Context: an optimization exercise on an open-source flow, tuned for small area. The choices shown serve that exercise and are no tape-out recipe.
Where RTL was checked, it was by simulation tests only, not by an equivalence proof against the original.
Function not checked in run 5: the RTL went through the layout flow alone.

`design.v`:
```
module regFile(
	input clk, rst,
	input we,
	input [4:0] wa,
	input [31:0] wd,
	input [4:0] ra,
	output [31:0] rd
);
	reg [31:0] RF [1:31];
	reg [31:1] V;
	wire [30:0] sel;
	wire [991:0] d;
	genvar g;
	generate
		for (g = 1; g < 32; g = g + 1) begin : R
			always @(posedge clk)
				if (we && wa == g) RF[g] <= wd;
			assign sel[g-1] = (ra == g) & V[g];
			assign d[(g-1)*32 +: 32] = RF[g];
		end
	endgenerate
	always @(posedge clk or posedge rst)
		if (rst) V <= 31'd0;
		else if (we && wa != 5'd0) V[wa] <= 1'b1;
	rf_rdmux MUX(.sel(sel), .d(d), .rd(rd));
endmodule
module rf_rdmux(
	input [30:0] sel,
	input [991:0] d,
	output reg [31:0] rd
);
	integer i;
	always @(*) begin
		rd = 32'd0;
		for (i = 0; i < 31; i = i + 1)
			rd = rd | ({32{sel[i]}} & d[i*32 +: 32]);
	end
endmodule
`timescale 1ns/1ns
module IntCtrl( 
	input clk, rst,
	input[15:0] INT, IRQen,
	output IRQ,
	output reg [3:0] IRQnum
);
	wire [15:0] IRQenINT = (INT & IRQen);
	assign IRQ = | IRQenINT;
	integer i;
	always @(*) begin
		IRQnum = 4'd0;
		for(i=1; i<16; i=i+1)
			if(IRQenINT[i] == 1'b1) IRQnum = i;
	end
endmodule
module rv32Counters(
	input clk, cyc, rst,
	output reg [31:0] Cycle, Timer, Instret, UIE, 
	output reg [3:0] UCause,
	input[31:0] wdata,
	input[4:0] uimm,
	input[3:0] IRQnum,
	input ld_cycle, ld_timer, ld_uie, inc_ret, 
	input c_cycle, c_timer, c_uie,
	output gie, tie, eie,
	output tif
);
	always @ (posedge clk or posedge rst)
		if(rst) Timer <= 32'd0;
		else if(ld_timer && cyc) Timer <= wdata;
		else if (c_timer && cyc) Timer <= Timer & {27'h7ffffff, ~uimm};
		else if(Timer!=32'b0) Timer <= Timer - 32'b1;
	always @ (posedge clk or posedge rst)
		if(rst) Cycle <= 32'd0;
		else if(ld_cycle && cyc) Cycle <= wdata;
		else if (c_cycle && cyc) Cycle <= Cycle & {27'h7ffffff, ~uimm};
		else Cycle <= Cycle + 32'b1;
	always @ (posedge clk or posedge rst)
		if(rst) Instret <= 32'd0;
		else if (inc_ret) Instret <= Instret + 32'b1;
	always @ (posedge clk or posedge rst)
		if(rst) UIE <= 32'd0;  
		else if(ld_uie && cyc) UIE <= wdata;
		else if (c_uie && cyc) UIE <= UIE & {27'h7ffffff, ~uimm};
	always @ (posedge clk or posedge rst)
		if(rst) UCause <= 32'd0;
		else UCause <= IRQnum;
	assign {eie, tie, gie} = UIE[2:0];
	assign tif = (Timer == 32'b1);
endmodule
module rv32dec(
	input[31:0] IR,
	output cu_br_inst,
	cu_jal_inst,
	cu_jalr_inst,
	cu_alu_i_inst,
	cu_alu_r_inst,
	cu_load_inst,
	cu_store_inst,
	cu_lui_inst,
	cu_auipc_inst,
	cu_custom_inst,
	cu_system_inst
);
	assign cu_br_inst = (IR[6:2]==5'b11_000);
	assign cu_jal_inst = (IR[6:2]==5'b11_011);
	assign cu_jalr_inst = (IR[6:2]==5'b11_001);
	assign cu_alu_i_inst = (IR[6:2]==5'b00_100);
	assign cu_alu_r_inst = (IR[6:2]==5'b01_100);
	assign cu_load_inst = (IR[6:2]==5'b00_000);
	assign cu_store_inst = (IR[6:2]==5'b01_000);
	assign cu_lui_inst = (IR[6:2]==5'b01_101);
	assign cu_auipc_inst = (IR[6:2]==5'b00_101);
	assign cu_custom_inst = (IR[6:2]==5'b10_001);
	assign cu_system_inst = (IR[6:2]==5'b11_100);
endmodule
module bk_add32(
	input [31:0] a, b,
	input cin,
	output [31:0] s,
	output cout, c31,
	output [31:0] p, g
);
	assign p = a ^ b;
	assign g = a & b;
	wire [31:0] G [0:9];
	wire [31:0] P [0:9];
	assign G[0] = {g[31:1], g[0] | (p[0] & cin)};
	assign P[0] = p;
	genvar l, i;
	generate
		for (l = 1; l <= 5; l = l + 1) begin : UP
			for (i = 0; i < 32; i = i + 1) begin : B
				if (((i + 1) % (1 << l)) == 0) begin : C
					assign G[l][i] = G[l-1][i] | (P[l-1][i] & G[l-1][i - (1 << (l-1))]);
					assign P[l][i] = P[l-1][i] & P[l-1][i - (1 << (l-1))];
				end else begin : T
					assign G[l][i] = G[l-1][i];
					assign P[l][i] = P[l-1][i];
				end
			end
		end
		for (l = 6; l <= 9; l = l + 1) begin : DN
			for (i = 0; i < 32; i = i + 1) begin : B
				if (((i + 1) % (2 << (9-l))) == (1 << (9-l)) && i > (1 << (9-l))) begin : C
					assign G[l][i] = G[l-1][i] | (P[l-1][i] & G[l-1][i - (1 << (9-l))]);
					assign P[l][i] = P[l-1][i] & P[l-1][i - (1 << (9-l))];
				end else begin : T
					assign G[l][i] = G[l-1][i];
					assign P[l][i] = P[l-1][i];
				end
			end
		end
	endgenerate
	assign s = p ^ {G[9][30:0], cin};
	assign cout = G[9][31];
	assign c31 = G[9][30];
endmodule
module rv32i_alu(
	input [31:0]    a, b,
	input [4:0]     shamt,
	output [31:0]   r,
	output          cf, zf, vf, sf,
	input [4:0]     opcode,
	input [2:0]     func3,
	input [6:0]     func7,
	input           br_cmp
);
	wire I = (opcode == 5'b00_100);
	wire R = (opcode == 5'b01_100);
	wire IorR =  I | R;
	wire instr_logic = IorR & ((func3==3'b100) | (func3==3'b111) | (func3==3'b110));
	wire instr_shift = IorR & ((func3==3'b001) | (func3==3'b101));
	wire instr_slt = IorR & (func3==3'b010);
	wire instr_sltu = IorR & (func3==3'b011);
	wire instr_sub = R & (func3 == 3'b000) & func7[5];
	wire instr_branch = (opcode == 5'b11_000);
	wire sub = (instr_branch & br_cmp) | instr_sub | instr_slt | instr_sltu;
	wire [31:0] op_b = {32{sub}} ^ b;
	wire [31:0] add_sub, p, g;
	wire c31;
	bk_add32 ADD(.a(a), .b(op_b), .cin(sub), .s(add_sub), .cout(cf), .c31(c31), .p(p), .g(g));
	wire [31:0] and_or_xor = (IorR & (func3==3'b111)) ? g :
				 (IorR & (func3==3'b110)) ? (p | g) : p;
	wire [4:0] sha = I ? shamt : b[4:0];
	wire left = ~func3[2];
	wire [31:0] ar, sr, srr;
	genvar k;
	generate for (k = 0; k < 32; k = k + 1) begin : REV
		assign ar[k] = a[31-k];
		assign srr[k] = sr[31-k];
	end endgenerate
	wire [31:0] sin = left ? ar : a;
	wire fill = func3[2] & func7[5] & a[31];
	wire [63:0] sx = {{32{fill}}, sin} >> sha;
	assign sr = sx[31:0];
	wire [31:0] shift = left ? srr : sr;
	wire [31:0] slt = instr_slt ? {31'b0,(sf != vf)} : {31'b0,(~cf)};
	assign r = (instr_slt | instr_sltu) ? slt : instr_logic ? and_or_xor : instr_shift ? shift : add_sub;
	assign zf = (add_sub == 32'b0);
	assign sf = add_sub[31];
	assign vf = c31 ^ cf;
endmodule
module rv32i_branch_unit (
	input cf, zf, vf, sf,
	input[2:0] func3,
	output reg taken
);
	always @ * begin
		taken = 1'b0;
		(* full_case *)
		(* parallel_case *)
		case(func3)
			3'b000: taken = zf;           
			3'b001: taken = ~zf;          
			3'b100: taken = (sf != vf);   
			3'b101: taken = (sf == vf);   
			3'b110: taken = (~cf);       
			3'b111: taken = (cf);        
			default: taken = 1'b0;
		endcase
	end
endmodule
module rv32i_imm_gen (
input [31:0] inst,
output reg [31:0] imm
);
always @(*) begin
	case (inst[6:2])
		5'b00_100   : 	imm = { {21{inst[31]}}, inst[30:25], inst[24:21], inst[20] };
		5'b01_000     :     imm = { {21{inst[31]}}, inst[30:25], inst[11:8], inst[7] };
		5'b01_101       :     imm = { inst[31], inst[30:20], inst[19:12], 12'b0 };
		5'b00_101     :     imm = { inst[31], inst[30:20], inst[19:12], 12'b0 };
		5'b11_011       : 	imm = { {12{inst[31]}}, inst[19:12], inst[20], inst[30:25], inst[24:21], 1'b0 };
		5'b11_001      : 	imm = { {21{inst[31]}}, inst[30:25], inst[24:21], inst[20] };
		5'b11_000    : 	imm = { {20{inst[31]}}, inst[7], inst[30:25], inst[11:8], 1'b0};
		default           : 	imm = { {21{inst[31]}}, inst[30:25], inst[24:21], inst[20] };  
	endcase  
end
endmodule
module rv32i_extender (
	input [1:0] bsel,
	input [31:0] di,
	output reg [31:0] dout,
	input [1:0] sz,
	input utype
);
reg [31:0] disi;
always @ (*) begin
    (* full_case *)
        (* parallel_case *)
        case (bsel)
            2'b00: disi = di;
            2'b01: disi = di >> 8;
            2'b10: disi = di >> 16;
            2'b11: disi = di >> 24;
        endcase
end
always @ * begin
	if(utype)  
		case(sz)
			2'b00: dout = {{24{1'b0}},disi[7:0]};
			2'b01: dout = {{16{1'b0}},disi[15:0]};
			default: dout = disi;
		endcase
	else
		case(sz)
			2'b00: dout = {{24{disi[7]}},disi[7:0]};
			2'b01: dout = {{16{disi[15]}},disi[15:0]};
			default: dout = disi;
		endcase
end
endmodule
module rv32_core (
	input clk, rst,
	output [31:0] bdi, baddr,
	output bwr,
	output [1:0] bsz,
	input [31:0] bdo,
	input brdy,
	input [15:0] INT,
	output rf_we,
	output [4:0] rf_wa,
	output [31:0] rf_wd,
	output [4:0] rf_ra,
	input [31:0] rf_rd
);
reg cyc, cu_rst_state, TMRIF, ISRMode;
reg [31:0] IR, IR1, PC, R1, R2, ePC;
wire [31:0] PC1 = PC - ((IR1[0] & IR1[1]) ? 32'd4 : 32'd2);
reg keep2, ir2nn, taken_r;
wire [15:0] IRQen;
wire IRQ;
wire [3:0] IRQnum;
IntCtrl INTCU(.clk(clk), .rst(rst), .INT(INT), .IRQen(IRQen), .IRQ(IRQ), .IRQnum(IRQnum));
wire br_0, jal_0, jalr_0, alui_0, alur_0, load_0, store_0, lui_0, auipc_0, custom_0, system_0;
wire br_1, jal_1, jalr_1, alui_1, alur_1, load_1, store_1, lui_1, auipc_1, custom_1, system_1;
rv32dec IDEC0(.IR(IR), .cu_br_inst(br_0), .cu_jal_inst(jal_0), .cu_jalr_inst(jalr_0),
	.cu_alu_i_inst(alui_0), .cu_alu_r_inst(alur_0), .cu_load_inst(load_0), .cu_store_inst(store_0),
	.cu_lui_inst(lui_0), .cu_auipc_inst(auipc_0), .cu_custom_inst(custom_0), .cu_system_inst(system_0));
rv32dec IDEC1(.IR(IR1), .cu_br_inst(br_1), .cu_jal_inst(jal_1), .cu_jalr_inst(jalr_1),
	.cu_alu_i_inst(alui_1), .cu_alu_r_inst(alur_1), .cu_load_inst(load_1), .cu_store_inst(store_1),
	.cu_lui_inst(lui_1), .cu_auipc_inst(auipc_1), .cu_custom_inst(custom_1), .cu_system_inst(system_1));
wire alu_0 = alui_0 | alur_0;
wire alu_1 = alui_1 | alur_1;
wire [2:0] func3_1 = IR1[14:12];
wire [4:0] rd_1 = IR1[11:7];
wire [4:0] rs1_0 = IR[19:15];
wire [4:0] rs2_0 = IR[24:20];
wire [4:0] rs2_1 = IR1[24:20];
wire [31:0] I1;
rv32i_imm_gen IMMGen(.inst(IR1), .imm(I1));
wire [31:0] alu_r;
wire alu_cf, alu_zf, alu_vf, alu_sf;
wire tgt_1 = cyc & (br_1 | jal_1);
wire [31:0] alu_a = (auipc_1 | tgt_1) ? PC1 : R1;
wire alu_b_src = alui_1 | load_1 | store_1 | jalr_1 | auipc_1 | lui_1 | tgt_1;
wire [31:0] alu_b = alu_b_src ? I1 : ((cyc | keep2) ? R2 : rf_rd);
rv32i_alu ALU(.a(alu_a), .b(alu_b), .shamt(IR1[24:20]), .r(alu_r),
	.cf(alu_cf), .zf(alu_zf), .vf(alu_vf), .sf(alu_sf),
	.opcode(IR1[6:2]), .func3(func3_1), .func7(IR1[31:25]), .br_cmp(~cyc));
wire br_taken;
rv32i_branch_unit BR(.cf(alu_cf), .zf(alu_zf), .vf(alu_vf), .sf(alu_sf), .func3(func3_1), .taken(br_taken));
wire [31:0] Cycle, Timer, Instret, UIE;
wire [3:0] UCause;
wire gie, tie, eie, tov;
wire sys_rw = system_1 & (func3_1 == 3'b001);
wire sys_rci = system_1 & (func3_1 == 3'b111);
wire csr_cycle = (IR1[31:20] == 12'hc00);
wire csr_time = (IR1[31:20] == 12'hc01);
wire csr_uie = (IR1[31:20] == 12'h004);
wire cu_ld_time = sys_rw & csr_time;
rv32Counters CNTR(.clk(clk), .cyc(cyc), .rst(rst),
	.Cycle(Cycle), .Timer(Timer), .Instret(Instret), .UIE(UIE), .UCause(UCause),
	.wdata(R1), .uimm(IR1[19:15]), .IRQnum(IRQnum),
	.ld_cycle(sys_rw & csr_cycle), .ld_timer(cu_ld_time), .ld_uie(sys_rw & csr_uie), .inc_ret(ir2nn & ~cyc),
	.c_cycle(sys_rci & csr_cycle), .c_timer(sys_rci & csr_time), .c_uie(sys_rci & csr_uie),
	.gie(gie), .tie(tie), .eie(eie), .tif(tov));
assign IRQen = UIE[18:3];
wire pc_s1 = jalr_1;
wire pc_s2 = (br_1 & taken_r) | jal_1;
wire pc_s4 = (IR == 32'h00200073);
wire reliable = ~(pc_s1 | pc_s2);
wire int_ecall = (IR == 32'h00000073);
wire int_ebreak = (IR == 32'h00100073);
wire intf = ~ISRMode & ((reliable & (int_ecall | int_ebreak)) | (IRQ & eie) | (TMRIF & tie)) & gie;
wire wfi_1 = (IR1 == 32'h10500073);
wire hold = (~intf & wfi_1) | ~brdy;
wire compressed = ~(IR[0] & IR[1]);
wire [4:0] vec = IRQ ? {1'b1, IRQnum} : TMRIF ? 5'd12 : int_ebreak ? 5'd8 : 5'd4;
wire [31:0] pc_seq = PC + (compressed ? 32'd2 : 32'd4);
wire [31:0] nPC = (pc_s1 | pc_s2) ? alu_r : pc_seq;
wire irq_t = (IRQ & eie) | (TMRIF & tie);
wire intf_r = ~ISRMode & gie & (int_ecall | int_ebreak | irq_t);
wire intf_n = ~ISRMode & gie & irq_t;
wire [31:0] int_vec = {25'd0, vec, 2'd0};
wire [31:0] PC_w = cu_rst_state ? 32'd0 :
	reliable ? (pc_s4 ? ePC : intf_r ? int_vec : pc_seq) :
	           (intf_n ? int_vec : alu_r);
wire [31:0] ext_bdo;
rv32i_extender EXT(.bsel(alu_r[1:0]), .di(bdo), .dout(ext_bdo), .sz(func3_1[1:0]), .utype(func3_1[2]));
wire [31:0] cntr = IR1[21] ? (IR1[26] ? {28'd0, UCause} : Instret) : (IR1[22] ? UIE : (IR1[20] ? Timer : Cycle));
wire [31:0] RESMux = load_1 ? ext_bdo : lui_1 ? I1 : (jal_1 | jalr_1) ? PC : system_1 ? cntr : alu_r;
wire rfw_cls = alu_1 | jal_1 | jalr_1 | lui_1 | load_1 | auipc_1 | system_1;
assign rf_we = cyc & ~hold & (rd_1 != 5'd0) & rfw_cls;
assign rf_wa = rd_1;
assign rf_wd = RESMux;
assign rf_ra = cyc ? rs1_0 : rs2_1;
wire byp_cls = alu_1 | load_1 | lui_1 | auipc_1 | custom_1 | system_1;
wire r1_src = (rd_1 == rs1_0) & byp_cls & (rs1_0 != 5'd0);
wire r2_src = (rd_1 == rs2_0) & byp_cls & (rs2_0 != 5'd0);
wire r1_ld = alu_0 | br_0 | load_0 | store_0 | jalr_0 | custom_0 | system_0;
wire r2_ld = alu_0 | br_0 | store_0 | custom_0;
wire memrd = load_1 | store_1;
assign baddr = cyc ? PC_w : (memrd ? alu_r : 32'h40404040);
assign bsz = cyc ? 2'b10 : func3_1[1:0];
assign bwr = ~cyc & store_1;
assign bdi = (baddr[1:0] == 2'b01) ? {R2[23:0], 8'd0} :
	     (baddr[1:0] == 2'b10) ? {R2[15:0], 16'd0} :
	     (baddr[1:0] == 2'b11) ? {R2[7:0], 24'd0} : R2;
wire [31:0] d16ic_32;
wire is16;
D16Inst d16ic(.Inst(bdo[15:0]), .Instout(d16ic_32), .Is16inst(is16));
always @(posedge clk or posedge rst)
	if (rst) IR <= 32'h13;
	else if (~cyc) IR <= hold ? 32'h13 : (is16 ? d16ic_32 : bdo);
always @(posedge clk or posedge rst)
	if (rst) IR1 <= 32'h13;
	else if (cyc) begin
		if (~reliable | intf) IR1 <= 32'h13;
		else if (~hold) IR1 <= IR;
	end
always @(posedge clk or posedge rst)
	if (rst) ir2nn <= 1'b0;
	else if (cyc) ir2nn <= (IR1 != 32'h13);
always @(posedge clk or posedge rst)
	if (rst) PC <= 32'd0;
	else if (cyc & ~hold) PC <= PC_w;
always @(posedge clk or posedge rst)
	if (rst) ePC <= 32'd0;
	else if (intf & cyc & ~hold) ePC <= ((int_ecall | int_ebreak) | ~reliable) ? nPC : PC;
always @(posedge clk)
	if (cyc & ~hold & r1_ld) R1 <= r1_src ? RESMux : rf_rd;
always @(posedge clk)
	if (cyc) begin
		if (~hold & r2_ld & r2_src) R2 <= RESMux;
	end else if (~keep2) R2 <= rf_rd;
always @(posedge clk)
	if (~cyc) taken_r <= br_taken;
always @(posedge clk)
	if (cyc) keep2 <= ~hold & r2_ld & r2_src;
always @(posedge clk or posedge rst)
	if (rst) cyc <= 1'b1;
	else if (~hold) cyc <= ~cyc;
always @(posedge clk or posedge rst)
	if (rst) cu_rst_state <= 1'b1;
	else cu_rst_state <= 1'b0;
always @(posedge clk or posedge rst)
	if (rst) TMRIF <= 1'b0;
	else if (tov) TMRIF <= 1'b1;
	else if (cu_ld_time & cyc) TMRIF <= 1'b0;
always @(posedge clk or posedge rst)
	if (rst) ISRMode <= 1'b0;
	else if (intf & cyc) ISRMode <= 1'b1;
	else if (pc_s4) ISRMode <= 1'b0;
endmodule
module D16Inst(Inst,Instout, Is16inst);
input[15:0] Inst;                            
output reg[31:0] Instout;                    
output Is16inst;                             
assign Is16inst = !Inst[1] | !Inst[0];      
wire [1:0] op = Inst[1:0];
wire [2:0] fun3 = Inst[15:13];
wire [1:0] fun2 = Inst[11:10];
wire [1:0] fun = Inst[6:5];
wire [4:0] Brs1 = Inst[11:7];
wire [4:0] Brs2 = Inst[6:2];
always @(Inst) begin
    Instout = 32'b0;
    case(op)
        2'b00:begin                  
            case(fun3)
                3'b000:begin              
                    Instout = {2'b00,Inst[12:11],Inst[10:7],Inst[5],Inst[6],2'b00,5'b00010,3'b000,2'b01,Inst[4:2],7'b0010001};
                end
                3'b010:begin              
                    Instout = {5'd0,Inst[5],Inst[12:10],Inst[6],2'b00,2'b01,Inst[9:7],3'b010,2'b01,Inst[4:2],7'b0000001};
                end
                3'b110:begin          
                    Instout = {5'd0,Inst[5],Inst[12],2'b01,Inst[4:2],2'b01,Inst[9:7],3'b010,Inst[11:10],Inst[6],2'b00,7'b0100001};
                end
                	default:
	Instout = 32'b0;
            endcase
        end
        2'b01:begin                  
            case(fun3)
                3'b000:begin             
                    Instout = {{6{Inst[12]}},Inst[12],Inst[6:2],Inst[11:7],3'b000,Inst[11:7],7'b0010001};
                end
                3'b001:begin          
                    Instout = {Inst[12],Inst[8],Inst[10:9],Inst[6],Inst[7],Inst[2],Inst[11],Inst[5:3],Inst[12],{8{Inst[12]}},5'b00001,7'b1101101};
                end
                3'b010:begin             
                    Instout = {{6{Inst[12]}},Inst[12],Inst[6:2],5'b00000,3'b000,Inst[11:7],7'b0010001};
                end
                3'b011:begin             
                    case(Brs1)
                    5'b00010: begin      
                        Instout = {{3{Inst[12]}},Inst[12],Inst[6],Inst[5],Inst[4:3],Inst[2],3'd0,Brs1,3'b000,Brs1,7'b0010001};
                    end
                    default: begin       
                        Instout = {{14{Inst[12]}},Inst[12],Inst[6:2],Brs1,7'b0110101};
                    end
                    endcase
                end
                3'b100:begin          
                    case(fun2)
                    2'b00:begin      
                        Instout = {7'b0000000,Inst[6:2],2'b01,Inst[9:7],3'b101,2'b01,Inst[9:7],7'b0010001};
                    end  
                    2'b01:begin      
                        Instout = {7'b0100000,Inst[6:2],2'b01,Inst[9:7],3'b101,2'b01,Inst[9:7],7'b0010001};
                    end
                    2'b10:begin      
                        Instout = {{6{Inst[12]}},Inst[12],Inst[6:2],2'b01,Inst[9:7],3'b111,2'b01,Inst[9:7],7'b0010001};
                    end
                    2'b11:
                        if(!Inst[12])begin
                            case(fun)
                                2'b00: begin     
                                    Instout = {7'b0000000,2'b01, Inst[4:2],2'b01,Inst[9:7],3'b111,2'b01,Inst[9:7],7'b0110001};
                                end
                                2'b01: begin     
                                    Instout = {7'b0000000,2'b01, Inst[4:2],2'b01,Inst[9:7],3'b110,2'b01,Inst[9:7],7'b0110001};
                                end
                                2'b10: begin     
                                    Instout = {7'b0000000,2'b01, Inst[4:2],2'b01,Inst[9:7],3'b100,2'b01,Inst[9:7],7'b0110001};
                                end
                                2'b11: begin     
                                    Instout = {7'b0100000,2'b01, Inst[4:2],2'b01,Inst[9:7],3'b000,2'b01,Inst[9:7],7'b0110001};
                                end
                            endcase
                        end
                    endcase
                end
                3'b101:begin          
                    Instout = {Inst[12],Inst[8],Inst[10:9],Inst[6],Inst[7],Inst[2],Inst[11],Inst[5:3],Inst[12],{8{Inst[12]}},5'b00000,7'b1101101};
                end
                3'b110:begin          
                    Instout = {Inst[12],{2{Inst[12]}},Inst[12],Inst[6:5],Inst[2],5'b00000,2'b01,Inst[9:7],3'b000,Inst[11:10],Inst[4:3],Inst[12],7'b1100001};
                end
                3'b111:begin          
                    Instout = {Inst[12],{2{Inst[12]}},Inst[12],Inst[6:5],Inst[2],5'b00000,2'b01,Inst[9:7],3'b001,Inst[11:10],Inst[4:3],Inst[12],7'b1100001};
                end
            endcase
        end
        2'b10:begin                  
            case(fun3)
                3'b000:begin             
                    Instout = {7'b0000000,Inst[6:2],Inst[11:7],3'b001,Inst[11:7],7'b0010001};
                end
                3'b010:begin             
                    Instout = {4'd0,Inst[3:2],Inst[12],Inst[6:4],2'b00,5'b00010,3'b010,Inst[11:7],7'b0000001};
                end
                3'b100:begin             
                    case(Inst[12])
                        1'b0: begin
                            if(!Brs2) begin              
                                Instout = {12'd0,Brs1,3'b000,5'b00000,7'b1100101};
                            end
                            else begin                   
                                Instout = {7'b0000000,Brs2,5'b00000,3'b000,Brs1,7'b0110001};
                            end
                        end
                        1'b1: begin
                            if(!Brs2&&!Brs1) begin       
                                Instout = {12'd1,5'd0,3'b000,5'd0,7'b1110001};
                            end
                            else if(!Brs2) begin         
                                Instout = {12'd0,Brs1,3'b000,5'b00001,7'b1100101};
                            end
                            else begin                   
                                Instout = {7'b0000000,Brs2,Brs1,3'b000,Brs1,7'b0110001};
                            end
                        end
                    endcase
                end
                3'b110:begin          
                    Instout = {4'd0,Inst[8:7],Inst[12],Inst[6:2],5'b00010,3'b010,Inst[11:9],2'b00,7'b0100001};
                end
	default:
	Instout = 32'b0;
            endcase
        end
	default:
	Instout = 32'b0;
    endcase
end
endmodule
module rv32ic_core(
	input         clk,
	input         rst,
	output [31:0] bdi,
	output [31:0] baddr,
	output        bwr,
	output [1:0]  bsz,
	input  [31:0] bdo,
	input         brdy,
	input  [15:0] INT
);
	wire        rf_we;
	wire [4:0]  rf_wa, rf_ra;
	wire [31:0] rf_wd, rf_rd;
	rv32_core CPU(
		.clk(clk), .rst(rst),
		.bdi(bdi), .baddr(baddr), .bwr(bwr), .bsz(bsz),
		.bdo(bdo), .brdy(brdy), .INT(INT),
		.rf_we(rf_we), .rf_wa(rf_wa), .rf_wd(rf_wd), .rf_ra(rf_ra), .rf_rd(rf_rd)
	);
	regFile RF(
		.clk(clk), .rst(rst),
		.we(rf_we), .wa(rf_wa), .wd(rf_wd), .ra(rf_ra), .rd(rf_rd)
	);
endmodule
```
`flow/run.sh`:
```
#!/bin/bash
# The standard layout, with:
#  - port buffers from the smallest buffer cell,
#  - clock tree without dummy loads.
set -euo pipefail
export BUFFER_PORTS_ARGS="-buffer_cell sky130_fd_sc_hd__buf_1"
export CTS_ARGS="-sink_clustering_enable -repair_clock_nets -sink_clustering_size 16 -sink_clustering_max_diameter 60 -buf_list sky130_fd_sc_hd__clkbuf_8 -dont_use_dummy_load"
bash standard.sh > standard.log 2>&1
```
`standard.sh`:
```
#!/bin/bash
# synth_recipe.tcl (not shown) runs the flow's synth.tcl, then flattens the netlist and writes it again
# the make line also repeats each setting of config.mk as NAME=value (left out here)
make -C /OpenROAD-flow-scripts/flow DESIGN_CONFIG=/design/flow/config.mk WORK_HOME=/design/flow/orfs CLKGATE_MAP_FILE= SYNTH_SCRIPT=/design/flow/synth_recipe.tcl "${@:-finish}"
```
`config.mk`:
```
export PLATFORM = sky130hd
export DESIGN_NAME = rv32ic_core
export DESIGN_NICKNAME = rv32ic_core
export VERILOG_FILES = /design/flow/design.v
export SDC_FILE = /design/flow/constraint.sdc
export NUM_CORES = 4
export LEC_CHECK = 0
export CAP_MARGIN = 5
export CORE_MARGIN = 2
export CORE_UTILIZATION = 35
export CTS_BUF_LIST = sky130_fd_sc_hd__clkbuf_8
export CTS_CLUSTER_DIAMETER = 60
export CTS_CLUSTER_SIZE = 16
export PLACE_DENSITY = 0.55
export SLEW_MARGIN = 5
export SYNTH_HIERARCHICAL = 1
export SYNTH_MINIMUM_KEEP_SIZE = 0
```
`constraint.sdc`:
```
create_clock -name core_clock -period 15.0 [get_ports {clk}]
set_input_delay 3.0000 -clock core_clock [delete_from_list [all_inputs] [get_ports {clk}]]
set_output_delay 3.0000 -clock core_clock [all_outputs]
set_load 0.01 [all_outputs]
```
==> Implementation_results.wiki, run 1 <==
{| class="wikitable"
! Metric !! Value
|-
| Status || complete, no violations
|-
| GRT met3 Usage || 4.387%
|-
| Hold_ws || 0.4635 ns
|-
| Clock input transition at the sequential cells of the worst setup and hold paths || 0.09 ns
|-
| End of the worst register-to-register path || CPU.R1[18]$_DFFE_PP_
|-
| Floorplan die area || 199500 um^2
|-
| Syn Inst Count || 5852
|-
| Core Box Area || 194800 um^2
|-
| Busiest layer in global routing || met2
|-
| Cell family with most CP delay || compound AO/OA/AOI/OAI gates
|-
| Relative slew slack || 10.20%
|-
| Final number of max-transition violations || 0
|-
| FILL cells || 18670
|-
| Number of hold violations in the final report || 0
|-
| Kind of capture point of the worst setup path || output pin
|-
| Post-route setup TNS || 0 ns
|-
| Total DRC errors in the routed layout || 0
|-
| RSZ-0062 raised after global routing || false
|-
| DIE WIDTH || 446.7 um
|-
| Final antenna-violating net count || 0
|-
| GP Congestion || 1.017
|-
| DR pass1 iterations || 9
|-
| Worst stage delay on the critical path || 0.83 ns
|-
| Synthesis warning total || 17
|-
| Number of buffer and inverter instances along the worst setup path || 7
|-
| Met2 usage || 42.67%
|-
| CTS tree || yes
|-
| WL/cell || 33.11 um
|-
| Worst hold path type || reg -> reg
|-
| Combined global-route utilization of all metal layers || 27.33%
|-
| Worst slew pin tran || 1.344 ns
|-
| Post-place setup slack || 1.401 ns
|-
| M1 GR Usage || 35.71%
|-
| Sum of routed wire length over all layers || 280900 um
|-
| Syn_nets || 5974
|-
| Arrival time at the worst endpoint || 11.46 ns
|-
| Terminating pin of the worst hold path || CPU.IR1[0]$_DFFE_PP1P_
|-
| Final worst-path cycle share || 96.38%
|-
| Top-Level Pins || 118
|-
| Cts bufs inserted || 114
|-
| Endpoint required time on the critical path || 12.00 ns
|-
| Die Ht || 446.7 um
|-
| Buffers added on ports || 117
|-
| FMAX || 0.06917 GHz
|-
| Iteration-0 DRC Markers || 7463
|-
| Setup skew after layout || 0.1866 ns
|-
| Mean cell area of the mapped netlist || 11.72 um^2
|-
| Worst Setup Path Type || reg -> out
|-
| Worst reg-to-reg path cell count || 39
|-
| Initial Utilization || 35.21%
|-
| Number of global-route vias before repair || 49700
|-
| Vias after detailed routing || 53200
|-
| Global-route wire length before repair || 389800 um
|-
| Antenna violations before repair || 22
|-
| H-tree level count || 3
|-
| Clk root buf || clkbuf_8
|-
| Worst-skew pair later-pin latency || 0.94 ns
|-
| Post-DP HPWL || 194600 um
|-
| CP startpoint kind || flip-flop
|-
| Final min period || 14.46 ns
|-
| Crit-path slowest cell || and3_1
|-
| Slack of the critical path || 0.5433 ns
|-
| Clock Path Buffers || 3
|-
| Growth of design area from synthesis to finish || 8.190%
|-
| Row count || 162
|-
| Total global routing overflow || 0
|-
| Pin count of the biggest net entering global routing || 79
|-
| R2R setup slack || 3.31 ns
|-
| TritonCTS sink count || 1354
|-
| Most common cell on crit path || xnor2_1
|-
| Post-layout nets || 5980
|-
| Fraction of layout instances using a drive strength above 1 || 11.65%
|-
| Worst-path maximum fanout || 37
|-
| Setup fix buffers added after clock tree synthesis || 0
|-
| Max-Cap Viols || 0
|-
| Setup-violating endpoint count in the final report || 0
|-
| Via density per instance || 6.270
|-
| Number of stages on the worst hold path || 2
|-
| Start point of the worst hold path || CPU.IR1[0]$_DFFE_PP1P_
|-
| Cell area after technology mapping || 68590 um^2
|-
| Worst reg2reg startpoint || CPU.IR1[21]$_DFFE_PP0P_
|}
==> routing by layer <==
layer,routed length (um),vias up,share of wire [%]
li1,-,22690,-
met3,22070,598,7.9
met1,111700,27080,40
met4,19780,12,7.0
met2,127300,2823,45
met5,83,-,0.030
==> registers in the layout, summed over array words and instances, names as in the netlist, 32 cells and up <==
name and cells:
CPU.CNTR.Cycle 32, CPU.CNTR.Instret 32, CPU.CNTR.Timer 32, CPU.CNTR.UIE 32, CPU.IR 32, CPU.IR1 32, CPU.PC 32, CPU.R1 32
CPU.R2 32, CPU.ePC 32, RF.RF 992
==> how the worst max path moves through the flow <==
stage	slack, ns	depth (start not counted)	to	from
after floorplan	3.74	39	bdi[30]	CPU.cyc$_DFFE_PP1P_
after global placement	1.55	37	bdi[3]	CPU.IR1[21]$_DFFE_PP0P_
after detailed placement	1.40	37	bdi[6]	CPU.IR1[21]$_DFFE_PP0P_
after CTS	0.49	37	bdi[6]	CPU.IR1[21]$_DFFE_PP0P_
after global routing	0.06	37	bdi[6]	CPU.IR1[21]$_DFFE_PP0P_
final	0.54	37	bdi[6]	CPU.IR1[21]$_DFFE_PP0P_
==> tightest hold or removal path, cell delays in order, from the launching register on <==
cell       delay (ns)
dfstp_2          0.37
inv_1            0.05
a2bb2oi_1        0.05
==> layout make-up <==
class                   count  area, um^2  share of cell area (%)
inverters                  99       381.6                  0.5142
clock buffers             114        1569                   2.114
flip-flops and latches   1354       39200                   52.82
multi-input cells        3982       27850                   37.52
repair buffers            307        1919                   2.586
well taps                2624        3283                   4.424
diodes                      5       12.51                 0.01686
==> layout by cell type (no fill, tap or decap), types with 29 or more instances in the layout <==
master,count
nor2_1,248
a21oi_4,30
nand2_1,608
nand4_1,114
o211ai_1,48
nor2b_1,58
a22oi_1,459
o22ai_1,78
mux2i_1,206
buf_1,102
buf_4,204
or4_1,47
a211oi_1,54
nor2_4,38
o21ai_0,262
ha_1,52
dfrtp_1,284
o31ai_1,57
nor4_1,48
a222oi_1,49
xor2_1,69
a22o_1,86
inv_1,91
nand3_1,153
a21oi_1,200
xnor2_1,112
a221oi_2,34
and2_1,29
and3_1,52
nor3_1,88
a21o_1,41
clkbuf_8,114
mux2_2,104
edfxtp_1,1058
==> what timing repair did <==
action,CTS,global route
endpoints found under the setup margin,0,8
resized for setup,0,1
hold buffers,0,0
==> per-stage QoR <==
step | util (%) | area [um^2] | cells
final | 38.10 | 74210 | 8485
after global routing | 38.09 | 74200 | 8481
after CTS | 38.09 | 74200 | 8480
after detailed placement | 37.29 | 72630 | 8366
after global placement | 37.29 | 72630 | 8366
after floorplan | - | 68590 | 5852
==> inputs of run 2 (changes only) <==
==> flow/run.sh (replaced) <==
#!/bin/bash
# The standard layout, with:
#  - port buffers from the smallest buffer cell,
#  - clock tree without dummy loads.
set -euo pipefail
export BUFFER_PORTS_ARGS="-buffer_cell sky130_fd_sc_hd__buf_1"
export CTS_ARGS="-sink_clustering_enable -repair_clock_nets -sink_clustering_size 20 -sink_clustering_max_diameter 50 -buf_list sky130_fd_sc_hd__clkbuf_8 -dont_use_dummy_load"
bash standard.sh > standard.log 2>&1
==> run 2 against run 1 <==
  * Register-to-register slack gained 0.09 ns
  * Non-clock buffer count is the same
  * Critical path depth shrank 2
  * Final cell count grew 0.28%
  * Clock skew shrank 0.024 ns
  * Critical path type unchanged
==> Implementation_results.wiki, run 2 <==
{| class="wikitable"
! Metric !! Value
|-
| RSZ-0062 raised after global routing || false
|-
| Endpoint required time on the critical path || 12.00 ns
|-
| Setup fix buffers added after clock tree synthesis || 0
|-
| Antenna violations before repair || 24
|-
| Floorplan die area || 199500 um^2
|-
| Total DRC errors in the routed layout || 0
|-
| Row count || 162
|-
| DR pass1 iterations || 9
|-
| CP startpoint kind || flip-flop
|-
| Total global routing overflow || 0
|-
| Crit-path slowest cell || o21ai_0
|-
| Worst Setup Path Type || reg -> out
|-
| Most frequent cells in the layout || edfxtp_1, nand2_1, a22oi_1, dfrtp_1, o21ai_0
|-
| Flip-flop count of the largest register, all copies and words added || 992
|-
| Setup skew after layout || 0.1622 ns
|-
| Number of buffers added to fix hold violations after cts || 0
|-
| Synthesis warning total || 17
|-
| TritonCTS sink count || 1354
|-
| Worst-path maximum fanout || 33
|-
| Number of hold violations in the final report || 0
|-
| Post-route setup TNS || 0 ns
|-
| Worst-skew pair later-pin latency || 0.95 ns
|-
| Commonest non-fill, non-tap cell in the layout || edfxtp_1
|-
| Cell area after technology mapping || 68590 um^2
|-
| Die Ht || 446.7 um
|-
| DIE WIDTH || 446.7 um
|-
| FMAX || 0.06939 GHz
|-
| Setup-violating endpoint count in the final report || 0
|-
| Clock input transition at the sequential cells of the worst setup and hold paths || 0.09 ns
|-
| Clock Path Buffers || 3
|-
| Relative slew slack || 11.65%
|-
| Clk root buf || clkbuf_8
|-
| GP Congestion || 1.017
|-
| Core Box Area || 194800 um^2
|-
| Fraction of layout instances using a drive strength above 1 || 11.96%
|-
| FILL cells || 18690
|-
| Post-layout nets || 6000
|-
| Combined global-route utilization of all metal layers || 27.42%
|-
| Syn_nets || 5974
|-
| Kind of capture point of the worst setup path || output pin
|-
| Via density per instance || 6.261
|-
| Syn Inst Count || 5852
|-
| Number of global-route vias before repair || 49840
|-
| Worst hold path type || reg -> reg
|-
| Final worst-path cycle share || 96.07%
|-
| Mean cell area of the mapped netlist || 11.72 um^2
|-
| Most common cell on crit path || xnor2_1
|-
| Post-DP HPWL || 194600 um
|-
| Hold_ws || 0.4633 ns
|-
| Sum of routed wire length over all layers || 281400 um
|-
| Pin count of the biggest net entering global routing || 79
|-
| Buffers added on ports || 117
|-
| Worst slew pin tran || 1.322 ns
|-
| Number of gates given a new drive strength after cts || 0
|-
| Status || complete, no violations
|-
| Vias after detailed routing || 53270
|-
| Global-route wire length before repair || 390300 um
|-
| Cts bufs inserted || 134
|-
| FF/Latch Area || 39200 um^2
|-
| Growth of design area from synthesis to finish || 8.608%
|-
| Iteration-0 DRC Markers || 7592
|-
| H-tree level count || 4
|-
| Initial Utilization || 35.21%
|-
| Worst stage delay on the critical path || 1.02 ns
|-
| WL/cell || 33.07 um
|-
| Max-Cap Viols || 0
|-
| Arrival time at the worst endpoint || 11.41 ns
|-
| Final min period || 14.41 ns
|-
| Final antenna-violating net count || 0
|-
| Largest register by flop count || RF.RF
|-
| Top-Level Pins || 118
|-
| CTS tree || yes
|-
| Multi-input gate area in the final layout || 27850 um^2
|-
| Final number of max-transition violations || 0
|}
==> run 2: cell types whose count changed in the layout (fill, tap and decap cells not counted) <==
cell	change
and3_1	-1
and3_2	+1
clkbuf_8	+20
diode_2	+4
==> run 2: routing by layer <==
layer | routed length, um | GRT usage [%] | vias up
li1 | - | - | 22730
met3 | 22460 | 4.630 | 631
met4 | 19180 | 16.30 | 10
met5 | 70 | 0 | -
met2 | 128200 | 42.84 | 2896
met1 | 111500 | 35.76 | 27010
==> run 2: path summary, 6_finish.rpt <==
| kind | from | to | slack [ns] | cells after the start |
|---|---|---|---|---|
| worst max register to register | CPU.cyc$_DFFE_PP1P_ | CPU.R1[18]$_DFFE_PP_ | 3.40 | 37 |
| min in group asynchronous | rst | RF.V[26]$_DFFE_PP0P_ | 2.39 | 4 |
| max in group asynchronous | rst | CPU.IR1[14]$_DFFE_PP0P_ | 10.91 | 4 |
| worst min-delay path | CPU.IR1[0]$_DFFE_PP1P_ | CPU.IR1[0]$_DFFE_PP1P_ | 0.46 | 2 |
| worst max-delay path | CPU.cyc$_DFFE_PP1P_ | bdi[6] | 0.59 | 35 |
| worst min register to register | CPU.IR1[0]$_DFFE_PP1P_ | CPU.IR1[0]$_DFFE_PP1P_ | 0.46 | 2 |
==> run 2: area by class of cell <==
type                            count  area share [%]
Multi-Input combinational cell   3982           37.38
Clock buffer                      134           2.476
Antenna cell                        9         0.03023
Inverter                           99          0.5122
Tap cell                         2624           4.407
Timing Repair Buffer              307           2.576
Sequential cell                  1354           52.62
==> run 2: critical path: cells and delay by family, from the launching register on <==
kind | cells | cell delay (ns)
fa+ha+maj | 3 | 1.05
mux | 1 | 0.13
flops | 1 | 0.61
simple gates | 8 | 2.57
xor+xnor | 4 | 0.99
compound gates | 13 | 3.93
buf+inv | 6 | 1.25
==> run 2: stage by stage <==
stage | utilization (%) | worst slack (ns) | std cells | area (um^2)
after floorplan | - | 3.737 | 5852 | 68590
after global placement | 37.29 | 1.555 | 8366 | 72630
after detailed placement | 37.29 | 1.401 | 8366 | 72630
after CTS | 38.23 | 0.4183 | 8500 | 74480
after global routing | 38.24 | 0.1079 | 8502 | 74480
final | 38.25 | 0.5890 | 8509 | 74500
==> inputs of run 3 (changes only) <==
==> flow/run.sh (replaced) <==
#!/bin/bash
# The standard layout, with:
#  - port buffers from the smallest buffer cell,
#  - clock tree without dummy loads,
#  - after the standard synthesis, the larger plain buffers kept out of
#    the resizer's choice, so that repairs use small buffers.
set -euo pipefail
bash standard.sh synth > standard_synth.log 2>&1
export BUFFER_PORTS_ARGS="-buffer_cell sky130_fd_sc_hd__buf_1"
export CTS_ARGS="-sink_clustering_enable -repair_clock_nets -sink_clustering_size 16 -sink_clustering_max_diameter 60 -buf_list sky130_fd_sc_hd__clkbuf_8 -dont_use_dummy_load"
export DONT_USE_CELLS="sky130_fd_sc_hd__buf_4 sky130_fd_sc_hd__buf_6 sky130_fd_sc_hd__buf_8 sky130_fd_sc_hd__buf_12 sky130_fd_sc_hd__buf_16 sky130_fd_sc_hd__clkbuf_4 sky130_fd_sc_hd__clkbuf_16 sky130_fd_sc_hd__bufbuf_8 sky130_fd_sc_hd__bufbuf_16"
bash standard.sh > standard.log 2>&1
==> run 3 against run 2 <==
  * Critical path type unchanged
  * Count of clock-buffer cells in the layout is 20 lower
  * Routed wire length decreased by 0.16%
  * First-iteration DRC count is 1.7% lower
  * Area after synthesis is the same
  * Setup slack worse by 0.046 ns
  * Die area unchanged
  * Largest cell class unchanged
==> Implementation_results.wiki, run 3 <==
{| class="wikitable"
! Metric !! Value
|-
| Slack of the critical path || 0.5433 ns
|-
| TritonCTS sink count || 1354
|-
| Post-DP HPWL || 194600 um
|-
| Final antenna-violating net count || 0
|-
| Clock Path Buffers || 3
|-
| Total DRC errors in the routed layout || 0
|-
| Top-Level Pins || 118
|-
| Pin count of the biggest net entering global routing || 79
|-
| Worst slew pin tran || 1.344 ns
|-
| Largest register by flop count || RF.RF
|-
| Syn_nets || 5974
|-
| Crit-path slowest cell || and3_1
|-
| Clock input transition at the sequential cells of the worst setup and hold paths || 0.09 ns
|-
| R2R setup slack || 3.31 ns
|-
| Cell area after technology mapping || 68590 um^2
|-
| Row count || 162
|-
| Status || complete, no violations
|-
| Initial Utilization || 35.21%
|-
| Arrival time at the worst endpoint || 11.46 ns
|-
| Final number of max-transition violations || 0
|-
| Worst stage delay on the critical path || 0.83 ns
|-
| End of the worst register-to-register path || CPU.R1[18]$_DFFE_PP_
|-
| Relative slew slack || 10.20%
|-
| Floorplan die area || 199500 um^2
|-
| Worst Setup Path Type || reg -> out
|-
| Core Box Area || 194800 um^2
|-
| Most common cell on crit path || xnor2_1
|-
| Mean cell area of the mapped netlist || 11.72 um^2
|-
| Clk root buf || clkbuf_8
|-
| Setup skew after layout || 0.1866 ns
|-
| Post-place setup slack || 1.401 ns
|-
| Total global routing overflow || 0
|-
| Combined global-route utilization of all metal layers || 27.33%
|-
| RSZ-0062 raised after global routing || false
|-
| Worst-path maximum fanout || 37
|-
| Worst-skew pair later-pin latency || 0.94 ns
|-
| Worst reg-to-reg path cell count || 39
|-
| Kind of capture point of the worst setup path || output pin
|-
| Commonest non-fill, non-tap cell in the layout || edfxtp_1
|-
| FILL cells || 18670
|-
| Global-route wire length before repair || 389800 um
|-
| Synthesis warning total || 17
|-
| Endpoint required time on the critical path || 12.00 ns
|-
| CP startpoint kind || flip-flop
|-
| DR pass1 iterations || 9
|-
| Syn Inst Count || 5852
|-
| H-tree level count || 3
|-
| FMAX || 0.06917 GHz
|-
| DIE WIDTH || 446.7 um
|-
| Sum of routed wire length over all layers || 280900 um
|-
| Final min period || 14.46 ns
|-
| Worst hold path type || reg -> reg
|-
| Number of buffers added to fix hold violations after cts || 0
|-
| Most frequent cells in the layout || edfxtp_1, nand2_1, a22oi_1, dfrtp_1, o21ai_0
|-
| Vias after detailed routing || 53200
|-
| Via density per instance || 6.270
|-
| Max-Cap Viols || 0
|-
| Flip-flop count of the largest register, all copies and words added || 992
|-
| Antenna violations before repair || 22
|-
| Worst reg2reg startpoint || CPU.IR1[21]$_DFFE_PP0P_
|-
| Growth of design area from synthesis to finish || 8.190%
|-
| Iteration-0 DRC Markers || 7463
|-
| GP Congestion || 1.017
|-
| WL/cell || 33.11 um
|-
| Cts bufs inserted || 114
|-
| Buffers added on ports || 117
|-
| Number of hold violations in the final report || 0
|-
| Start point of the worst hold path || CPU.IR1[0]$_DFFE_PP1P_
|-
| Die Ht || 446.7 um
|-
| Setup-violating endpoint count in the final report || 0
|-
| Final Non-Filler Cells || 8485
|-
| Post-route setup TNS || 0 ns
|-
| Number of global-route vias before repair || 49700
|-
| Cell Count Post-Placement || 8366
|-
| CTS tree || yes
|-
| Terminating pin of the worst hold path || CPU.IR1[0]$_DFFE_PP1P_
|-
| Number of stages on the worst hold path || 2
|-
| Final worst-path cycle share || 96.38%
|-
| Fraction of layout instances using a drive strength above 1 || 11.65%
|-
| Post-layout nets || 5980
|}
==> run 3: cell type report <==
type	instances	area, um^2	share of cell area, %
clock buffers	114	1569	2.114
inverters	99	381.6	0.5142
diodes	5	12.51	0.01686
flip-flops and latches	1354	39200	52.82
repair buffers	307	1919	2.586
well taps	2624	3283	4.424
multi-input cells	3982	27850	37.52
==> run 3: critical path, delay by kind of cell, from the launching register on <==
kind                     cells  cell delay [ns]
AO/OA/AOI/OAI               14             3.77
buffers and inverters        7             1.56
XOR/XNOR                     4             0.99
AND/OR/NAND/NOR              8             2.59
adder cells (fa/ha/maj)      3             1.03
flip-flops                   1             0.57
multiplexers                 1             0.12
==> run 3: what timing repair did <==
action / 4_1_cts / 5_1_grt
setup endpoints to repair: 0 / 8
gates resized for setup: 0 / 1
buffers inserted: 0 / 0
==> run 3: per-layer routing <==
metal | share of wire, % | GRT usage, % | up-vias
met5 | 0.030 | 0 | -
met3 | 7.9 | 4.387 | 598
met1 | 40 | 35.71 | 27080
met2 | 45 | 42.67 | 2823
met4 | 7.0 | 16.47 | 12
li1 | - | - | 22690
==> run 3: worst max-delay path by stage <==
stage	startpoint	end	slack, ns	cells past startpoint
final	CPU.IR1[21]$_DFFE_PP0P_	bdi[6]	0.54	37
after global routing	CPU.IR1[21]$_DFFE_PP0P_	bdi[6]	0.06	37
after CTS	CPU.IR1[21]$_DFFE_PP0P_	bdi[6]	0.49	37
after detailed placement	CPU.IR1[21]$_DFFE_PP0P_	bdi[6]	1.40	37
after global placement	CPU.IR1[21]$_DFFE_PP0P_	bdi[3]	1.55	37
after floorplan	CPU.cyc$_DFFE_PP1P_	bdi[30]	3.74	39
==> run 3: stage by stage <==
step / util, % / hold WS (ns) / instance area [um^2]
6_report: 38.10 / 0.4635 / 74210
5_1_grt: 38.09 / 0.4786 / 74200
4_1_cts: 38.09 / 0.4635 / 74200
3_5_place_dp: 37.29 / 0.4523 / 72630
3_3_place_gp: 37.29 / 0.4498 / 72630
2_1_floorplan: - / 0.4198 / 68590
==> inputs of run 4 (changes only) <==
==> flow/run.sh (replaced) <==
#!/bin/bash
# The standard layout, with:
#  - port buffers from the smallest buffer cell,
#  - clock tree without dummy loads,
#  - power recovery (downsizing off the critical paths) after global routing,
#    followed by a design repair of the slew and capacitance it broke
#    (flow/post_grt.tcl, run at the end of the global route step).
set -euo pipefail
export BUFFER_PORTS_ARGS="-buffer_cell sky130_fd_sc_hd__buf_1"
export CTS_ARGS="-sink_clustering_enable -repair_clock_nets -sink_clustering_size 16 -sink_clustering_max_diameter 60 -buf_list sky130_fd_sc_hd__clkbuf_8 -dont_use_dummy_load"
export RECOVER_POWER=100
export POST_GLOBAL_ROUTE_TCL="$PWD/flow/post_grt.tcl"
bash standard.sh > standard.log 2>&1
==> flow/post_grt.tcl (new file) <==
# After power recovery at the end of global routing: repair the slew and
# capacitance violations that downsizing left, route the changed nets
# incrementally, and write the route guides again for detailed routing.
estimate_parasitics -global_routing
global_route -start_incremental
repair_design -slew_margin 5 -cap_margin 5
detailed_placement
global_route -end_incremental
estimate_parasitics -global_routing
report_check_types -max_slew -max_capacitance -violators
write_guides $::env(RESULTS_DIR)/route.guide
==> run 4 against run 3 <==
  * Still clean
  * Sequential share of layout area decreased by 0.54 points
  * Sequential cell count unchanged
  * Critical path depth unchanged
  * Area after synthesis did not move
  * Register-to-register slack got worse by 0.88 ns
  * Final cell count up 0.62%
  * Non-clock buffer count up 50
  * Critical endpoint unchanged
==> Implementation_results.wiki, run 4 <==
{| class="wikitable"
! Metric !! Value
|-
| Clk root buf || clkbuf_8
|-
| Setup-violating endpoint count in the final report || 0
|-
| Setup fix buffers added after clock tree synthesis || 0
|-
| Iteration-0 DRC Markers || 7214
|-
| Cell area after technology mapping || 68590 um^2
|-
| Worst-path maximum fanout || 37
|-
| Total DRC errors in the routed layout || 0
|-
| Endpoint required time on the critical path || 12.00 ns
|-
| Cell area reported after detailed placement || 72630 um^2
|-
| Number of gates given a new drive strength after cts || 0
|-
| Relative slew slack || 5.005%
|-
| Number of global-route vias before repair || 49700
|-
| Combined global-route utilization of all metal layers || 27.33%
|-
| Mean cell area of the mapped netlist || 11.72 um^2
|-
| Clock Path Buffers || 3
|-
| Largest register by flop count || RF.RF
|-
| Sum of routed wire length over all layers || 281600 um
|-
| CTS tree || yes
|-
| Synthesis warning total || 17
|-
| Final worst-path cycle share || 97.04%
|-
| Core Box Area || 194800 um^2
|-
| Syn_nets || 5974
|-
| Final number of max-transition violations || 0
|-
| Die Ht || 446.7 um
|-
| Commonest non-fill, non-tap cell in the layout || edfxtp_1
|-
| FILL cells || 18640
|-
| Worst hold path type || reg -> reg
|-
| H-tree level count || 3
|-
| Syn Inst Count || 5852
|-
| Area of all placed cells without fillers || 74980 um^2
|-
| Number of buffers added to fix hold violations after cts || 0
|-
| FF/Latch Area || 39200 um^2
|-
| Setup skew after layout || 0.1879 ns
|-
| Vias after detailed routing || 53230
|-
| Top-Level Pins || 118
|-
| Worst Setup Path Type || reg -> out
|-
| Post-layout nets || 6030
|-
| Initial Utilization || 35.21%
|-
| Worst-skew pair later-pin latency || 0.94 ns
|-
| FMAX || 0.06870 GHz
|-
| GP Congestion || 1.017
|-
| Most common cell on crit path || xnor2_1
|-
| Final antenna-violating net count || 0
|-
| Cts bufs inserted || 114
|-
| Via density per instance || 6.234
|-
| CP startpoint kind || flip-flop
|-
| Row count || 162
|-
| Crit-path slowest cell || and3_1
|-
| Fraction of layout instances using a drive strength above 1 || 11.29%
|-
| Clock input transition at the sequential cells of the worst setup and hold paths || 0.09 ns
|-
| Number of hold violations in the final report || 0
|-
| TritonCTS sink count || 1354
|-
| Floorplan die area || 199500 um^2
|-
| Pin count of the biggest net entering global routing || 79
|-
| DIE WIDTH || 446.7 um
|-
| Post-route setup TNS || 0 ns
|-
| Antenna violations before repair || 22
|-
| Most frequent cells in the layout || edfxtp_1, nand2_1, a22oi_1, dfrtp_1, o21ai_0
|-
| Growth of design area from synthesis to finish || 9.304%
|-
| WL/cell || 32.98 um
|-
| DR pass1 iterations || 7
|-
| Worst slew pin tran || 1.425 ns
|-
| Multi-input gate area in the final layout || 27720 um^2
|-
| Arrival time at the worst endpoint || 11.56 ns
|-
| Final min period || 14.56 ns
|-
| Buffers added on ports || 117
|-
| Max-Cap Viols || 0
|-
| Worst stage delay on the critical path || 0.82 ns
|-
| Kind of capture point of the worst setup path || output pin
|-
| Total global routing overflow || 0
|-
| Global-route wire length before repair || 389800 um
|-
| Status || complete, no violations
|-
| Post-DP HPWL || 194600 um
|-
| Flip-flop count of the largest register, all copies and words added || 992
|}
run 4: path summary, 6_finish.rpt:
path                                              start                            to  slack (ns)  depth (start not counted)
worst max register to register  CPU.IR1[21]$_DFFE_PP0P_          CPU.R1[29]$_DFFE_PP_        2.43                         40
min in group asynchronous                           rst  CPU.CNTR.UCause[1]$_DFF_PP0_        2.56                          3
max in group asynchronous                           rst    CPU.cu_rst_state$_DFF_PP1_       10.66                          6
worst min-delay path             CPU.IR1[0]$_DFFE_PP1P_        CPU.IR1[0]$_DFFE_PP1P_        0.46                          2
worst min register to register   CPU.IR1[0]$_DFFE_PP1P_        CPU.IR1[0]$_DFFE_PP1P_        0.46                          2
worst max-delay path            CPU.IR1[21]$_DFFE_PP0P_                        bdi[6]        0.44                         37
run 4: area by class of cell:
cell class                 instances  area share [%]
antenna                            8         0.02670
clock buffer                     114           2.093
multi-input combinational       3982           36.97
sequential                      1354           52.28
inverter                          99          0.5056
tap                             2624           4.379
timing repair buffer             357           3.745
run 4: worst max-delay path: cells and delay by family (launching register included):
kind,cells,cell delay (ns)
compound gates,14,3.80
xor+xnor,4,0.99
fa+ha+maj,3,1.02
buf+inv,7,1.59
flops,1,0.59
mux,1,0.13
simple gates,8,2.61
run 4: per-stage QoR:
| step | setup WS, ns | utilization, % | hold WS, ns | instances |
|---|---|---|---|---|
| floorplan | 3.737 | - | 0.4198 | 5852 |
| global placement | 1.555 | 37.29 | 0.4498 | 8366 |
| detailed placement | 1.401 | 37.29 | 0.4523 | 8366 |
| finish | 0.4442 | 38.49 | 0.4645 | 8538 |
| CTS | 0.4947 | 38.09 | 0.4635 | 8480 |
run 4: layer usage:
metal  up-vias  wire length [um]  track usage, %
li1      22820                 -               -
met1     27020            111600           35.71
met2      2786            127500           42.67
met3       591             22310           4.387
met4        12             20070           16.47
met5         -                82               0
==> inputs of run 5 (changes only) <==
--- a/design.v
+++ b/design.v
@@ -27,14 +27,40 @@
 module rf_rdmux(
 	input [30:0] sel,
 	input [991:0] d,
-	output reg [31:0] rd
+	output [31:0] rd
 );
-	integer i;
-	always @(*) begin
-		rd = 32'd0;
-		for (i = 0; i < 31; i = i + 1)
-			rd = rd | ({32{sel[i]}} & d[i*32 +: 32]);
-	end
+	genvar b, i;
+	generate
+		for (b = 0; b < 32; b = b + 1) begin : BIT
+			wire [30:0] col;
+			for (i = 0; i < 31; i = i + 1) begin : C
+				assign col[i] = d[i*32 + b];
+			end
+			rf_rdbit S(.sel(sel), .d(col), .q(rd[b]));
+		end
+	endgenerate
+endmodule
+module rf_rdbit(
+	input [30:0] sel,
+	input [30:0] d,
+	output q
+);
+	wire [10:0] n;
+	genvar k;
+	generate
+		for (k = 0; k < 10; k = k + 1) begin : G
+			rf_aoi3 A(.s(sel[3*k +: 3]), .d(d[3*k +: 3]), .y(n[k]));
+		end
+	endgenerate
+	assign n[10] = ~(sel[30] & d[30]);
+	assign q = ~(n[0] & n[1] & n[2] & n[3]) | ~(n[4] & n[5] & n[6] & n[7]) | ~(n[8] & n[9] & n[10]);
+endmodule
+module rf_aoi3(
+	input [2:0] s,
+	input [2:0] d,
+	output y
+);
+	assign y = ~((s[0] & d[0]) | (s[1] & d[1]) | (s[2] & d[2]));
 endmodule
 `timescale 1ns/1ns
 module IntCtrl( 
==> flow/run.sh (replaced) <==
#!/bin/bash
# The standard layout, with:
#  - port buffers from the smallest buffer cell,
#  - clock tree without dummy loads.
set -euo pipefail
export BUFFER_PORTS_ARGS="-buffer_cell sky130_fd_sc_hd__buf_1"
export CTS_ARGS="-sink_clustering_enable -repair_clock_nets -sink_clustering_size 16 -sink_clustering_max_diameter 60 -buf_list sky130_fd_sc_hd__clkbuf_8 -dont_use_dummy_load"
bash standard.sh > standard.log 2>&1
removed: flow/post_grt.tcl
==> run 5 against run 4 <==
  * Sequential share of layout area up 1.4 points
  * Still clean on timing, DRC and antenna
  * Critical path depth unchanged
  * Cell area decreased by 2.7%
==> Implementation_results.wiki, run 5 <==
{| class="wikitable"
! Metric !! Value
|-
| Status || complete, no violations
|-
| DIE WIDTH || 442.5 um
|-
| WL/cell || 33.12 um
|-
| Number of hold violations in the final report || 0
|-
| Growth of design area from synthesis to finish || 8.405%
|-
| Row count || 160
|-
| Final number of max-transition violations || 0
|-
| GP Congestion || 1.004
|-
| Post-place setup slack || 1.631 ns
|-
| H-tree level count || 3
|-
| Worst-skew pair later-pin latency || 0.96 ns
|-
| Mean cell area of the mapped netlist || 12.09 um^2
|-
| Global-route wire length before repair || 378700 um
|-
| Total global routing overflow || 0
|-
| Initial Utilization || 35.31%
|-
| Cts bufs inserted || 115
|-
| DR pass1 iterations || 13
|-
| CP startpoint kind || flip-flop
|-
| Die Ht || 442.5 um
|-
| Iteration-0 DRC Markers || 8024
|-
| Post-DP HPWL || 187400 um
|-
| TritonCTS sink count || 1354
|-
| Sum of routed wire length over all layers || 270400 um
|-
| Cell area after technology mapping || 67300 um^2
|-
| Top-Level Pins || 118
|-
| Commonest non-fill, non-tap cell in the layout || edfxtp_1
|-
| Syn Inst Count || 5567
|-
| Number of global-route vias before repair || 49060
|-
| Worst stage delay on the critical path || 0.87 ns
|-
| FMAX || 0.06969 GHz
|-
| Worst slew pin tran || 1.259 ns
|-
| RSZ-0062 raised after global routing || false
|-
| Synthesis warning total || 16
|-
| Floorplan die area || 195800 um^2
|-
| Pin count of the biggest net entering global routing || 82
|-
| Kind of capture point of the worst setup path || output pin
|-
| Antenna violations before repair || 13
|-
| Slack of the critical path || 0.6508 ns
|-
| Combined global-route utilization of all metal layers || 26.72%
|-
| Final antenna-violating net count || 0
|-
| Total DRC errors in the routed layout || 0
|-
| Final min period || 14.35 ns
|-
| Clock Path Buffers || 3
|-
| Clk root buf || clkbuf_8
|-
| Setup-violating endpoint count in the final report || 0
|-
| Via density per instance || 6.377
|-
| Most frequent cells in the layout || edfxtp_1, nand2_1, a222oi_1, dfrtp_1, o21ai_0
|-
| Worst hold path type || reg -> reg
|-
| Post-layout nets || 5771
|-
| CTS tree || yes
|-
| Crit-path slowest cell || and3_2
|-
| Relative slew slack || 16.07%
|-
| Arrival time at the worst endpoint || 11.35 ns
|-
| Final worst-path cycle share || 95.66%
|-
| Buffers added on ports || 117
|-
| Worst-path maximum fanout || 37
|-
| Most common cell on crit path || xnor2_1
|-
| Vias after detailed routing || 52060
|-
| Worst Setup Path Type || reg -> out
|-
| Largest register by flop count || RF.RF
|-
| Setup skew after layout || 0.1774 ns
|-
| Setup fix buffers added after clock tree synthesis || 0
|-
| Fraction of layout instances using a drive strength above 1 || 11.60%
|-
| Max-Cap Viols || 0
|-
| Flip-flop count of the largest register, all copies and words added || 992
|-
| Post-route setup TNS || 0 ns
|-
| Core Box Area || 190600 um^2
|-
| Endpoint required time on the critical path || 12.00 ns
|-
| Syn_nets || 5689
|-
| Clock input transition at the sequential cells of the worst setup and hold paths || 0.09 ns
|}
[run 5: cell types whose count changed in the layout (fill, tap and decap cells not counted), moves of 20 or more]
cell,delta
a22oi_1,-375
a222oi_1,+288
nand3_1,-79
buf_4,+70
clkbuf_2,-47
clkbuf_1,-38
a22o_1,-36
a2111o_1,+32
or4_1,-31
buf_12,-30
a221oi_2,-29
nand2_1,+24
buf_16,-20
[run 5: stage by stage]
step | hold slack [ns] | utilization (%) | instance area, um^2 | instances
after floorplan | 0.4198 | - | 67300 | 5567
after global placement | 0.4303 | 37.44 | 71360 | 8043
after detailed placement | 0.4372 | 37.44 | 71360 | 8043
after CTS | 0.4574 | 38.27 | 72940 | 8158
after global routing | 0.4703 | 38.28 | 72950 | 8160
final | 0.4558 | 38.28 | 72960 | 8164
[run 5: cell type report]
class                   instances  area [um^2]
diodes                          6        15.01
clock buffers                 115         1583
fillers                     18380       117600
inverters                     100        385.4
multi-input cells            3784        26840
flip-flops and latches       1354        39200
well taps                    2511         3142
repair buffers                294         1799
[run 5: timing repair]
action                                  4_1_cts  5_1_grt
hold endpoints to repair                      0        0
gates resized for setup                       0        1
endpoints found under the setup margin        0        8
hold buffers                                  0        0
[run 5: per-layer routing]
layer  GRT usage (%)  wire [um]  up-vias
met4           15.50      18090        2
met1           35.36     106600    26270
met2           41.51     122000     3021
met5               0          8        -
li1                -          -    22250
met3           4.322      23700      521
[run 5: final timing paths]
check                                         from  cells after the start                      to  slack (ns)
max reg2reg                CPU.IR1[21]$_DFFE_PP0P_                     38    CPU.R1[22]$_DFFE_PP_        3.37
min reg2reg                    RF.V[2]$_DFFE_PP0P_                      1     RF.V[2]$_DFFE_PP0P_        0.46
max                        CPU.IR1[21]$_DFFE_PP0P_                     37                  bdi[4]        0.65
min in group asynchronous                      rst                      3    RF.V[23]$_DFFE_PP0P_        2.53
min                            RF.V[2]$_DFFE_PP0P_                      1     RF.V[2]$_DFFE_PP0P_        0.46
max in group asynchronous                      rst                      3  CPU.ePC[8]$_DFFE_PP0P_       10.87
[run 5: critical path, delay by kind of cell, from the launching register on]
family	cells	cell delay [ns]
buf+inv	8	1.89
compound gates	14	3.32
xor+xnor	4	0.95
simple gates	7	2.43
mux	1	0.15
fa+ha+maj	3	1.06
flops	1	0.61

## re-timing with driven ports
In the flow no input, the clock included, has a driving cell. The finished layouts below were timed again as built, in two steps.
Step 1, drivers: a clkbuf_16 drives clk and a buf_2 each remaining input, both assumed.
Step 2 adds t to the input delays and takes it off the output delays; t is the mean of the earliest and latest rising clock arrival at the registers after step 1. Input paths then give back, and output paths get back, about the clock's delay inside the block.
Three values: no drivers, after step 1, after step 2; two values: the first two.
run | shift t [ns] | setup WS [ns] | slew at the worst register clock pin (ns) | worst slew at a driven data input, ns
run 1 | 0.925 | 0.543 / 0.468 / 1.394 | 0.11 / 0.11 | 0.06
run 2 | 0.949 | 0.589 / 0.512 / 1.461 | 0.12 / 0.12 | 0.07
run 3 | 0.925 | 0.543 / 0.468 / 1.394 | 0.11 / 0.11 | 0.06
run 4 | 0.924 | 0.444 / 0.369 / 1.293 | 0.11 / 0.11 | 0.06
run 5 | 0.953 | 0.651 / 0.566 / 1.519 | 0.11 / 0.11 | 0.05
After both steps every run listed still meets setup and hold.
